Context: an optimization exercise on an open-source flow, tuned for small area, a short achievable clock period and few clock cycles. The choices shown serve that exercise and are no tape-out recipe.
No run shown here included a check of the RTL's function; only the layout flow was run.

==> design/flow/design.v <==
module fir_single_chan (
  input clk,
  input rst,
  output logic [15:0] data_addr_rd_o,
  output logic [15:0] data_addr_wr_o,
  input  logic [15:0] data_din_i,
  output logic [15:0] data_dout_o,
  output logic        data_we_o,
  output logic        done_intr
);
logic [15:0] w[0:7];
always_ff @(posedge clk) begin
  w[0] <= data_din_i;
  for (int i = 1; i < 8; i++) w[i] <= w[i-1];
end
logic [16:0] pa, pb, pc, pd;
always_ff @(posedge clk) begin
  pa <= {w[0][15], w[0]} + {w[7][15], w[7]};
  pb <= {w[1][15], w[1]} + {w[6][15], w[6]};
  pc <= {w[2][15], w[2]} + {w[5][15], w[5]};
  pd <= {w[3][15], w[3]} + {w[4][15], w[4]};
end
logic [23:0] ea, eb, ec, ed, sum;
assign ea = {{7{pa[16]}}, pa};
assign eb = {{7{pb[16]}}, pb};
assign ec = {{7{pc[16]}}, pc};
assign ed = {{7{pd[16]}}, pd};
logic [23:0] p, q;
always_ff @(posedge clk) begin
  p <= (ea << 3) - ea + (eb << 4) + (eb << 3);
  q <= (ec << 5) + (ec << 3) + (ec << 1) + ec + (ed << 6) - (ed << 3) - ed;
end
assign sum = p + q;
always_ff @(posedge clk) data_dout_o <= sum[23:8];
logic start;
assign start = (data_addr_rd_o == 16'd12);
always_ff @(posedge clk) begin
  if (rst) begin
    data_addr_rd_o <= 16'd1;
    data_addr_wr_o <= 16'hffff;
    data_we_o <= 1'b0;
    done_intr <= 1'b0;
  end else begin
    data_addr_rd_o <= data_addr_rd_o + 16'd1;
    if (done_intr) begin
      data_we_o <= 1'b0;
    end else if (data_we_o | start) begin
      data_we_o <= 1'b1;
      data_addr_wr_o <= data_addr_wr_o + 16'd1;
      if (data_addr_wr_o == 16'hfffe) done_intr <= 1'b1;
    end
  end
end
endmodule
==> design/flow/run.sh <==
#!/bin/bash
# synth_recipe.tcl (not shown) runs the flow's synth.tcl, then flattens the netlist and writes it again
# the make line also repeats each setting of config.mk as NAME=value (left out here)
make -C /OpenROAD-flow-scripts/flow DESIGN_CONFIG=/design/flow/config.mk WORK_HOME=/design/flow/orfs CLKGATE_MAP_FILE= SYNTH_SCRIPT=/design/flow/synth_recipe.tcl finish
==> design/flow/config.mk <==
export PLATFORM = sky130hd
export DESIGN_NAME = fir_single_chan
export DESIGN_NICKNAME = fir_single_chan
export VERILOG_FILES = /design/flow/design.v
export SDC_FILE = /design/flow/constraint.sdc
export NUM_CORES = 4
export LEC_CHECK = 0
export ABC_CLOCK_PERIOD_IN_PS = 2000
export CAP_MARGIN = 20
export CORE_MARGIN = 2
export CORE_UTILIZATION = 40
export PLACE_DENSITY = 0.6
export SETUP_SLACK_MARGIN = 3.0
export SLEW_MARGIN = 20
==> design/flow/constraint.sdc <==
create_clock -name core_clock -period 5.5 [get_ports {clk}]
set_input_delay 1.1000 -clock core_clock [delete_from_list [all_inputs] [get_ports {clk}]]
set_output_delay 1.1000 -clock core_clock [all_outputs]
set_load 0.01 [all_outputs]
==> results by group, run 1 <==
Route
  • DRC: 0
  • WL met2: 15100 um
  • Top Layer Used: met4
  • Post-Route WL: 32600 um
  • Initial DRT Pass Iterations: 5
  • WL per Instance: 14.7 um
  • DRT met1 WL: 15500 um
  • Via count: 10688
  • DRT antenna net count: 0
  • DR WL met3: 1060 um
  • Via density: 4.81
  • Iteration-0 DRC Markers: 442

Clock network
  • Root buf cell: clkbuf_16
  • Num CTS Buffers: 34
  • Clk buf depth: 3
  • Post-CTS Hold Buffers: 0
  • CTS tree: yes
  • Clock-pin slew on the worst setup and hold paths: 0.06 ns
  • Clk latency of the worst-skew pair: 0.52 ns
  • Clock sink count: 293
  • # H-tree levels: 2

STA
  • Hold Fails Final Rpt: 0
  • Unrepaired setup endpoints after global routing: true
  • # setup viols final: 0
  • Least-Margin Pin Slew: 0.629 ns
  • Final slew viol count: 0
  • Relative slew slack: 58.0%
  • Max Clock Freq: 233 MHz
  • Worst Clk Skew: 0.0122 ns
  • Final hold slack: 0.351 ns
  • Tcrit/Tclk final: 78.2%
  • Minimum clock period: 4.30 ns
  • Final setup TNS: 0 ns

Layout
  • # fillers: 3494
  • # diodes: 0
  • Sequential Area: 5940 sq um
  • Area occupied by multi-input gates: 9590 sq um
  • Nets: 1969
  • Fin cells: 2224
  • Area delta synth->final: 24.6%
  • Util after Layout: 50.3%
  • Share of layout cells above drive strength 1: 19.3%

Logic synthesis
  • Avg Synthesized Cell Area: 10.1 sq um
  • EDFF count, synth: 0
  • #FFs+latches synth: 293
  • Post-Synthesis Net Count: 1819
  • Yosys Warn Count: 2
  • Register area share after synthesis: 37.8%
  • Largest area contributor in the netlist: dfxtp_1
  • Synth top area cells: dfxtp_1 38%, fa_1 15%, ha_1 12%, inv_1 6.2%, xnor2_1 4.1%
  • Synth Instances: 1534
  • Post-synthesis cell type count: 72
  • Synth top area share: 37.8%
  • Async set or reset register ratio after synthesis: 0%
  • Synthesized area: 15500 sq um
  • Top-count cell post-synth: dfxtp_1
  • Ys flop type: dfxtp_1
  • Synth top cells by count: 293 x dfxtp_1, 257 x inv_1, 153 x ha_1, 114 x fa_1, 84 x nor2_1

Run status
  • Status: timing/DRC/antenna clean

Global route
  • First-pass GRT wire length: 53000 um
  • Vias in the first global route: 11017
  • Initial antenna violation count: 0
  • GRT Total Usage: 16.1%
  • Gr ovfl total: 0
  • Largest net degree at the start of global routing: 35

Die
  • Io pins: 68
  • Initial core utilization: 40.4%
  • Die span in x: 201 um
  • Core Rows: 72
  • Core Box Area: 38500 sq um
  • Die area: 40400 sq um
  • Die height: 201 um

Worst setup path
  • CP peak stage delay: 0.55 ns
  • CP Buf/Inv Count: 4
  • Crit path max fanout: 4
  • Critical path type: flop to flop
  • Crit path max-delay cell type: fa_1
  • Startpoint types: flop
  • Crit path required time: 5.95 ns
  • Critical path endpoint category: flop
  • Crit-path cells: inv_2 > fa_1 > inv_2 > fa_1 > inv_1 > fa_2 > fa_1 > inv_2 > ha_4 > o21a_1 > o31a_1 > o21ai_4 > a2111oi_4 > nor3_2 > o41ai_2 > xor2_1
  • Critical Path AT: 4.74 ns
  • Crit path max-delay family: adder cells

Run
  • Max_cap viols: 0

Place
  • Placed Cells incl. Taps: 2108
  • PortBufs: 67
  • HPWL after DPL: 25000 um
  • Gpl congestion: 0.834

Hold path
  • Hold Crit Class: flop to flop
cells in the final DEF (no fill, tap or decap), drive strengths merged, types with 5 or more instances in the layout:
cell	n
o21a	20
nand4	15
a21o	41
nor2	85
inv	257
o21ai	55
nand2b	19
clkinv	10
ha	153
a211oi	9
nor2b	16
nor3	25
or3	9
nor3b	5
a21oi	76
a21boi	6
nand2	57
dlygate4sd2	35
dfxtp	293
and3	12
clkbuf	45
xnor2	73
xor2	45
clkdlybuf4s50	30
o31ai	6
o211ai	13
o21bai	13
nand3	25
buf	59
fa	114
a31oi	9
stage by stage:
stage / area (sq um) / setup slack [ns]
2_1_floorplan: 15900 / 1.33
3_3_place_gp: 17200 / 1.16
3_5_place_dp: 17200 / 1.08
4_1_cts: 18900 / 1.20
5_1_grt: 19400 / 1.04
6_report: 19400 / 1.20
path summary, 6_finish.rpt:
check / startpoint / endpoint / slack (ns) / cells after the start
setup reg to reg: pc[6] / q[22] / 1.20 / 16
hold / removal: w[1][3] / w[2][3] / 0.35 / 0
hold reg to reg: w[1][3] / w[2][3] / 0.35 / 0
setup / recovery: pc[6] / q[22] / 1.20 / 16
worst register-to-register path, stage by stage (launching register included):
cell and delay (ns):
dfxtp_2 0.32, inv_2 0.05, fa_1 0.55, inv_2 0.04, fa_1 0.53, inv_1 0.05, fa_2 0.44, fa_1 0.50
inv_2 0.05, ha_4 0.27, o21a_1 0.11, o31a_1 0.20, o21ai_4 0.09, a2111oi_4 0.42, nor3_2 0.12, o41ai_2 0.32
xor2_1 0.17
state kept, by name (all words and copies together), names as in the netlist:
name	cells
p	23
q	24
data_addr_wr_o	16
data_we_o	1
done_intr	1
data_addr_rd_o	16
w	128
pa	17
pb	17
data_dout_o	16
pc	17
pd	17
timing repair:
| action | CTS | global route |
|---|---|---|
| resized for setup | 133 | 77 |
| buffers inserted | 34 | 24 |
| setup endpoints to repair | 84 | 61 |
| pin swaps | 63 | 62 |
kinds of logic after synthesis:
kind of cell / synth area share [%]
compound gates: 12.7
flops: 37.8
simple gates: 9.24
buf+inv: 6.48
fa+ha+maj: 27.0
xor+xnor: 6.65
mux: 0.129
final cells by class:
cell class	count	area share [%]
tap	518	3.35
timing repair buffer	125	5.67
sequential	293	30.7
clock buffer	45	5.03
inverter	257	5.03
clock inverter	13	0.743
multi-input combinational	973	49.5
routing by layer:
metal | vias up | track usage (%)
met5 | - | 0
met4 | 0 | 5.71
met3 | 61 | 2.47
met2 | 168 | 27.2
met1 | 5057 | 20.9
li1 | 5402 | -
==> inputs of run 2 (changes only) <==
==> design/flow/design.v (replaced) <==
module fir_single_chan (
  input clk,
  input rst,
  output logic [15:0] data_addr_rd_o,
  output logic [15:0] data_addr_wr_o,
  input  logic [15:0] data_din_i,
  output logic [15:0] data_dout_o,
  output logic        data_we_o,
  output logic        done_intr
);
logic [23:0] xs;
assign xs = {{8{data_din_i[15]}}, data_din_i};
logic [17:0] m3;
logic [18:0] m5, m7;
always_ff @(posedge clk) begin
  m3 <= 18'(xs + (xs << 1));
  m5 <= 19'(xs + (xs << 2));
  m7 <= 19'((xs << 3) - xs);
end
logic [23:0] e3, e5, e7, t7, t24, t43, t55;
assign e3 = {{6{m3[17]}}, m3};
assign e5 = {{5{m5[18]}}, m5};
assign e7 = {{5{m7[18]}}, m7};
assign t7  = e7;
assign t24 = e3 << 3;
assign t43 = (e5 << 3) + e3;
assign t55 = (e3 << 4) + e7;
logic [18:0] q7;
logic [20:0] q6;
logic [22:0] q5;
logic [23:0] q4, q3, q2, q1;
always_ff @(posedge clk) begin
  q7 <= m7;
  q6 <= 21'({{5{q7[18]}}, q7} + t24);
  q5 <= 23'({{3{q6[20]}}, q6} + t43);
  q4 <= {q5[22], q5} + t55;
  q3 <= q4 + t55;
  q2 <= q3 + t43;
  q1 <= q2 + t24;
end
logic [23:0] sum;
assign sum = q1 + t7;
always_ff @(posedge clk) data_dout_o <= sum[23:8];
logic start;
assign start = (data_addr_rd_o == 16'd10);
always_ff @(posedge clk) begin
  if (rst) begin
    data_addr_rd_o <= 16'd1;
    data_addr_wr_o <= 16'hffff;
    data_we_o <= 1'b0;
    done_intr <= 1'b0;
  end else begin
    data_addr_rd_o <= data_addr_rd_o + 16'd1;
    if (done_intr) begin
      data_we_o <= 1'b0;
    end else if (data_we_o | start) begin
      data_we_o <= 1'b1;
      data_addr_wr_o <= data_addr_wr_o + 16'd1;
      if (data_addr_wr_o == 16'hfffe) done_intr <= 1'b1;
    end
  end
end
endmodule
==> run 2 against run 1 <==
  * Still clean
  * Clock-buffer cell count grew 3
  * Sequential share of layout area fell by 7.7 points
  * First-iteration DRC count increased by 70%
  * Fmax up 12%
  * Cell area increased by 19%
  * Critical path depth is 1 lower
  * Register-to-register slack improved by 0.45 ns
==> results by group, run 2 <==
Run status
  • Status: timing/DRC/antenna clean

Route
  • Initial DRT Pass Iterations: 7
  • Via density: 5.40
  • DRT antenna net count: 0
  • Via count: 14128
  • WL per Instance: 17.4 um
  • DRC: 0
  • Post-Route WL: 45500 um
  • Iteration-0 DRC Markers: 752

Logic synthesis
  • Register area share after synthesis: 32.1%
  • Async set or reset register ratio after synthesis: 0%
  • Synth top area share: 32.1%
  • Post-Synthesis Net Count: 2050
  • Synthesized area: 16300 sq um
  • Synth top cells by count: 261 x dfxtp_1, 237 x ha_1, 145 x a21oi_1, 140 x nor2_1, 136 x xnor2_1
  • Ys flop type: dfxtp_1
  • Post-synthesis cell type count: 82
  • Synth Instances: 1785
  • Synth top area cells: dfxtp_1 32%, ha_1 18%, xnor2_1 7.3%, a21oi_1 4.5%, xor2_1 3.3%
  • Largest area contributor in the netlist: dfxtp_1
  • #FFs+latches synth: 261
  • Avg Synthesized Cell Area: 9.13 sq um
  • Top-count cell post-synth: dfxtp_1
  • EDFF count, synth: 0
  • Yosys Warn Count: 1

Die
  • Core Box Area: 40000 sq um
  • Die area: 42400 sq um
  • Core Rows: 73
  • Die span in x: 206 um
  • Die height: 206 um
  • Io pins: 68
  • Initial core utilization: 40.7%

Clock network
  • Clock sink count: 261
  • Root buf cell: clkbuf_16
  • # H-tree levels: 2
  • Post-CTS Hold Buffers: 0
  • Num CTS Buffers: 34
  • CTS tree: yes
  • Clk latency of the worst-skew pair: 0.55 ns
  • Clk buf depth: 3
  • Clock-pin slew on the worst setup and hold paths: 0.06 ns

Place
  • HPWL after DPL: 31000 um
  • Gpl congestion: 0.847
  • Post-Place Worst Slack: 1.38 ns
  • PortBufs: 67

Layout
  • Most frequent cells in the layout: 238 x dfxtp_1, 175 x ha_1, 152 x buf_4
  • Area delta synth->final: 41.0%
  • # fillers: 3350
  • # diodes: 0
  • Commonest non-fill, non-tap cell in the layout: dfxtp_1
  • Nets: 2329
  • Util after Layout: 57.4%
  • Share of layout cells above drive strength 1: 33.3%

Worst setup path
  • Startpoint types: flop
  • Crit path required time: 5.97 ns
  • Critical path endpoint category: flop
  • Crit path max fanout: 4
  • Critical path type: flop to flop
  • Critical Path AT: 4.32 ns

STA
  • Final hold slack: 0.325 ns
  • Hold Fails Final Rpt: 0
  • Minimum clock period: 3.85 ns
  • # setup viols final: 0
  • Final setup TNS: 0 ns
  • Tcrit/Tclk final: 70.0%
  • Unrepaired setup endpoints after global routing: true
  • Post-route worst setup slack: 1.65 ns
  • Relative slew slack: 53.1%
  • Least-Margin Pin Slew: 0.697 ns
  • Final slew viol count: 0
  • Worst Clk Skew: 0.0176 ns
  • Max Clock Freq: 260 MHz

Global route
  • Largest net degree at the start of global routing: 35
  • Gr ovfl total: 0
  • Initial antenna violation count: 1
  • First-pass GRT wire length: 71000 um
  • GRT Total Usage: 20.9%
  • Vias in the first global route: 14255

Run
  • Max_cap viols: 0

Hold path
  • Hold Crit Class: flop to flop
run 2: cell count changes in the layout (fill, tap and decap cells not counted), moves of 45 or more:
cell,change
inv_1,-133
buf_4,+104
fa_1,-103
a21oi_2,+58
ha_1,+50
xnor2_1,+45
run 2: worst paths after layout:
path	start	endpoint	slack [ns]	cells after the start
worst max-delay path	m7[8]	q4[23]	1.65	15
worst min register to register	q2[1]	q1[1]	0.32	0
worst min-delay path	q2[1]	q1[1]	0.32	0
worst max register to register	m7[8]	q4[23]	1.65	15
run 2: logic make-up (layout without fill, tap and decap cells):
logic type      Yosys count  count (layout)  synth area share, %
simple gates            483             483                 14.9
buf+inv                 104             409                 2.43
fa+ha+maj               247             247                 19.4
flops                   261             261                 32.1
compound gates          488             488                 20.3
mux                       4               4                0.246
xor+xnor                198             198                 10.7
run 2: timing repair:
item / in CTS / in global routing
pin swaps: 235 / 184
resized for setup: 422 / 162
setup buffers: 127 / 60
endpoints found under the setup margin: 163 / 123
run 2: metrics by stage:
stage | cell area, sq um | std cells
after floorplan | 16600 | 1785
after global placement | 17900 | 2366
after detailed placement | 17900 | 2366
after CTS | 21800 | 2555
after global routing | 23000 | 2615
final | 23000 | 2615
run 2: critical path, cell delays in order, from the launching register on:
cell and delay [ns]:
dfxtp_2 0.39, ha_4 0.25, a2111oi_4 0.43, a21boi_2 0.12, o21a_2 0.25, o31ai_4 0.34, nor2b_4 0.22, xnor2_2 0.14
ha_4 0.24, and3_4 0.18, and3_4 0.17, and3_4 0.17, a22oi_2 0.22, a2111oi_2 0.11, or4b_1 0.47, o21ai_1 0.08
run 2: metal layers:
metal	routed length (um)	track usage, %	part of all wire, %	vias to the layer above
met5	10	0	0.022	-
met4	1230	6.48	2.7	2
met3	1620	2.61	3.6	87
met2	21800	36.9	48	289
met1	20900	26.4	46	6769
li1	-	-	-	6981
run 2: area by class of cell:
cell class,instances,area (sq um),area share (%)
repair buffers,254,2220,9.65
clock buffers,48,1010,4.41
flip-flops and latches,261,5270,22.9
multi-input cells,1420,13300,57.7
clock inverters,14,194,0.844
well taps,525,657,2.86
inverters,93,363,1.58
==> inputs of run 3 (changes only) <==
--- a/design/flow/config.mk
+++ b/design/flow/config.mk
@@ -7,3 +7,3 @@
 export LEC_CHECK = 0
-export ABC_CLOCK_PERIOD_IN_PS = 2000
+export ABC_CLOCK_PERIOD_IN_PS = 1500
 export CAP_MARGIN = 20
@@ -12,3 +12,3 @@
 export PLACE_DENSITY = 0.6
-export SETUP_SLACK_MARGIN = 3.0
+export SETUP_SLACK_MARGIN = 3.2
 export SLEW_MARGIN = 20
==> run 3 against run 2 <==
  * Clock skew decreased by 0.0026 ns
  * Critical path depth increased by 2
  * Synthesized cell count unchanged
  * Global-route usage increased by 0.12 points
  * First-iteration DRC count decreased by 1.7%
  * Sequential cell count unchanged
  * Setup slack got worse by 0.041 ns
  * Still clean
  * Final cell count increased by 1.1%
==> results by group, run 3 <==
Worst setup path
  • Startpoint types: flop
  • Critical Path AT: 4.39 ns
  • RR Endpoint: q4[23]
  • Crit path required time: 6.00 ns
  • Critical path type: flop to flop
  • Worst path most repeated cell: and3_4
  • Critical path endpoint category: flop
  • Worst reg2reg path startpoint: m7[1]
  • Crit path max fanout: 4
  • Reg2Reg Setup Slack: 1.61 ns
  • Crit-path cells: ha_4 > a21o_1 > a21oi_2 > or2_4 > a21boi_4 > o21a_4 > o31ai_4 > nor2b_4 > xnor2_2 > ha_4 > and3_4 > and3_4 > and3_4 > a22oi_2 > a2111oi_2 > or4b_1 > o21ai_1
  • Reg2Reg Depth: 17
  • Crit path max-delay cell type: or4b_1
  • CP peak stage delay: 0.49 ns

Logic synthesis
  • Avg Synthesized Cell Area: 9.13 sq um
  • Synthesized area: 16300 sq um
  • Ys flop type: dfxtp_1
  • Async set or reset register ratio after synthesis: 0%
  • Synth top area cells: dfxtp_1 32%, ha_1 18%, xnor2_1 7.3%, a21oi_1 4.5%, xor2_1 3.3%
  • Register area share after synthesis: 32.1%
  • Yosys Warn Count: 1
  • Largest area contributor in the netlist: dfxtp_1
  • #FFs+latches synth: 261
  • Synth Instances: 1785
  • Top-count cell post-synth: dfxtp_1
  • EDFF count, synth: 0
  • Post-Synthesis Net Count: 2050
  • Synth top area share: 32.1%
  • Synth top cells by count: 261 x dfxtp_1, 237 x ha_1, 145 x a21oi_1, 140 x nor2_1, 136 x xnor2_1
  • Post-synthesis cell type count: 82

Global route
  • Gr ovfl total: 0
  • Vias in the first global route: 14422
  • First-pass GRT wire length: 71900 um
  • GRT Total Usage: 21.0%
  • Initial antenna violation count: 0
  • Largest net degree at the start of global routing: 35

Clock network
  • Clk buf depth: 3
  • Root buf cell: clkbuf_16
  • Num CTS Buffers: 30
  • # H-tree levels: 1
  • Clk latency of the worst-skew pair: 0.58 ns
  • CTS tree: yes
  • Clock sink count: 261
  • Clock-pin slew on the worst setup and hold paths: 0.06 ns

Die
  • Initial core utilization: 40.7%
  • Io pins: 68
  • Die area: 42400 sq um
  • Die span in x: 206 um
  • Core Rows: 73
  • Die height: 206 um
  • Core Box Area: 40000 sq um

Hold path
  • Min-delay src: q2[0]
  • WHS Path Cells: 0
  • Hold Path End: q1[0]
  • Hold Crit Class: flop to flop

Layout
  • Most frequent cells in the layout: 217 x dfxtp_1, 177 x ha_1, 153 x buf_4
  • Nets: 2361
  • Share of layout cells above drive strength 1: 36.7%
  • Commonest non-fill, non-tap cell in the layout: dfxtp_1
  • Area delta synth->final: 44.0%
  • # diodes: 0

Route
  • Via density: 5.38
  • WL per Instance: 17.4 um
  • Initial DRT Pass Iterations: 5
  • DRT antenna net count: 0
  • Post-Route WL: 46000 um
  • DRC: 0
  • Via count: 14214
  • Iteration-0 DRC Markers: 739

STA
  • Tcrit/Tclk final: 70.8%
  • Least-Margin Pin Slew: 0.695 ns
  • Final setup TNS: 0 ns
  • Max Clock Freq: 257 MHz
  • Relative slew slack: 53.3%
  • Final slew viol count: 0
  • Worst Clk Skew: 0.0150 ns
  • Hold Fails Final Rpt: 0
  • Minimum clock period: 3.89 ns
  • # setup viols final: 0
  • Unrepaired setup endpoints after global routing: true

Place
  • Gpl congestion: 0.896
  • HPWL after DPL: 30800 um
  • PortBufs: 67

Run
  • Max_cap viols: 0

Run status
  • Status: timing/DRC/antenna clean
## run 3: layer usage
metal  vias up  track usage (%)  wire (um)
met5         -                0          0
met1      6799             27.2      21100
li1       7054                -          -
met2       281             36.8      22200
met4         0             6.35       1130
met3        80             2.17       1520
## run 3: cell families after synthesis
| family | share of synthesized area (%) |
|---|---|
| XOR/XNOR | 10.7 |
| flip-flops | 32.1 |
| buffers and inverters | 2.43 |
| adder cells (fa/ha/maj) | 19.4 |
| multiplexers | 0.246 |
| AND/OR/NAND/NOR | 14.9 |
| AO/OA/AOI/OAI | 20.3 |
## run 3: repair_timing
action	CTS	global route
hold buffers	0	0
pin swaps	256	193
setup buffers	158	65
resized for setup	535	203
endpoints found under the setup margin	189	176
## run 3: through the flow
stage / setup slack [ns] / util (%) / instance area, sq um / instances / hold WS, ns
6_report: 1.61 / 58.6 / 23500 / 2644 / 0.326
5_1_grt: 1.41 / 58.6 / 23500 / 2644 / 0.334
4_1_cts: 1.70 / 55.2 / 22100 / 2579 / 0.329
3_5_place_dp: 1.41 / 44.9 / 17900 / 2366 / 0.315
3_3_place_gp: 1.46 / 44.9 / 17900 / 2366 / 0.311
2_1_floorplan: 1.84 / - / 16700 / 1785 / 0.310
## run 3: cell type report
type | count | area (sq um)
clock buffer | 39 | 866
clock inverter | 16 | 265
fill | 3199 | 16500
inverter | 93 | 364
multi-input combinational | 1420 | 13400
sequential | 261 | 5330
tap | 525 | 657
timing repair buffer | 290 | 2610
## run 3: worst max path at each step
| stage | depth (start not counted) | from | end | slack [ns] |
|---|---|---|---|---|
| after floorplan | 17 | m7[1] | q4[23] | 1.84 |
| after global placement | 18 | m7[0] | q4[23] | 1.46 |
| after detailed placement | 18 | m7[0] | q4[23] | 1.41 |
| after CTS | 15 | m3[4] | q4[23] | 1.70 |
| after global routing | 19 | m7[1] | q4[23] | 1.41 |
| final | 17 | m7[1] | q4[23] | 1.61 |
## run 3: critical path, delay by kind of cell (launching register included)
family | cells | cell delay (ns)
xor gates and xnor gates | 1 | 0.14
and+or+nand+nor | 6 | 1.41
DFF | 1 | 0.37
AOI/OAI and AO/OA | 8 | 1.44
adders and majority gates | 2 | 0.47

what the ideal ports hide:
The results above use ideal ports. As a check the final layouts listed here were re-extracted and re-timed, cells and wires unchanged. Step 1: set_driving_cell puts a clkbuf_16 on clk and a buf_2 on each other input, an assumption about the parent block. Step 2 adds t to the input delays and takes it off the output delays; t is the mean of the earliest and latest rising clock arrival at the registers after step 1. Input paths then give back, and output paths get back, about the clock's delay inside the block. Slacks: no drivers / after step 1 / after step 2; pairs: no drivers / after step 1.
run	t (ns)	setup WS [ns]	worst setup path at the end	latest minus earliest clock arrival (ns)	cell pins on the clock port's net
run 1	0.564	1.201 / 1.201 / 1.201	register to register	0.012 / 0.012	1
run 2	0.591	1.648 / 1.648 / 1.648	register to register	0.017 / 0.017	1
run 3	0.623	1.607 / 1.607 / 1.607	register to register	0.015 / 0.016	1
After both steps every run listed still meets setup and hold.
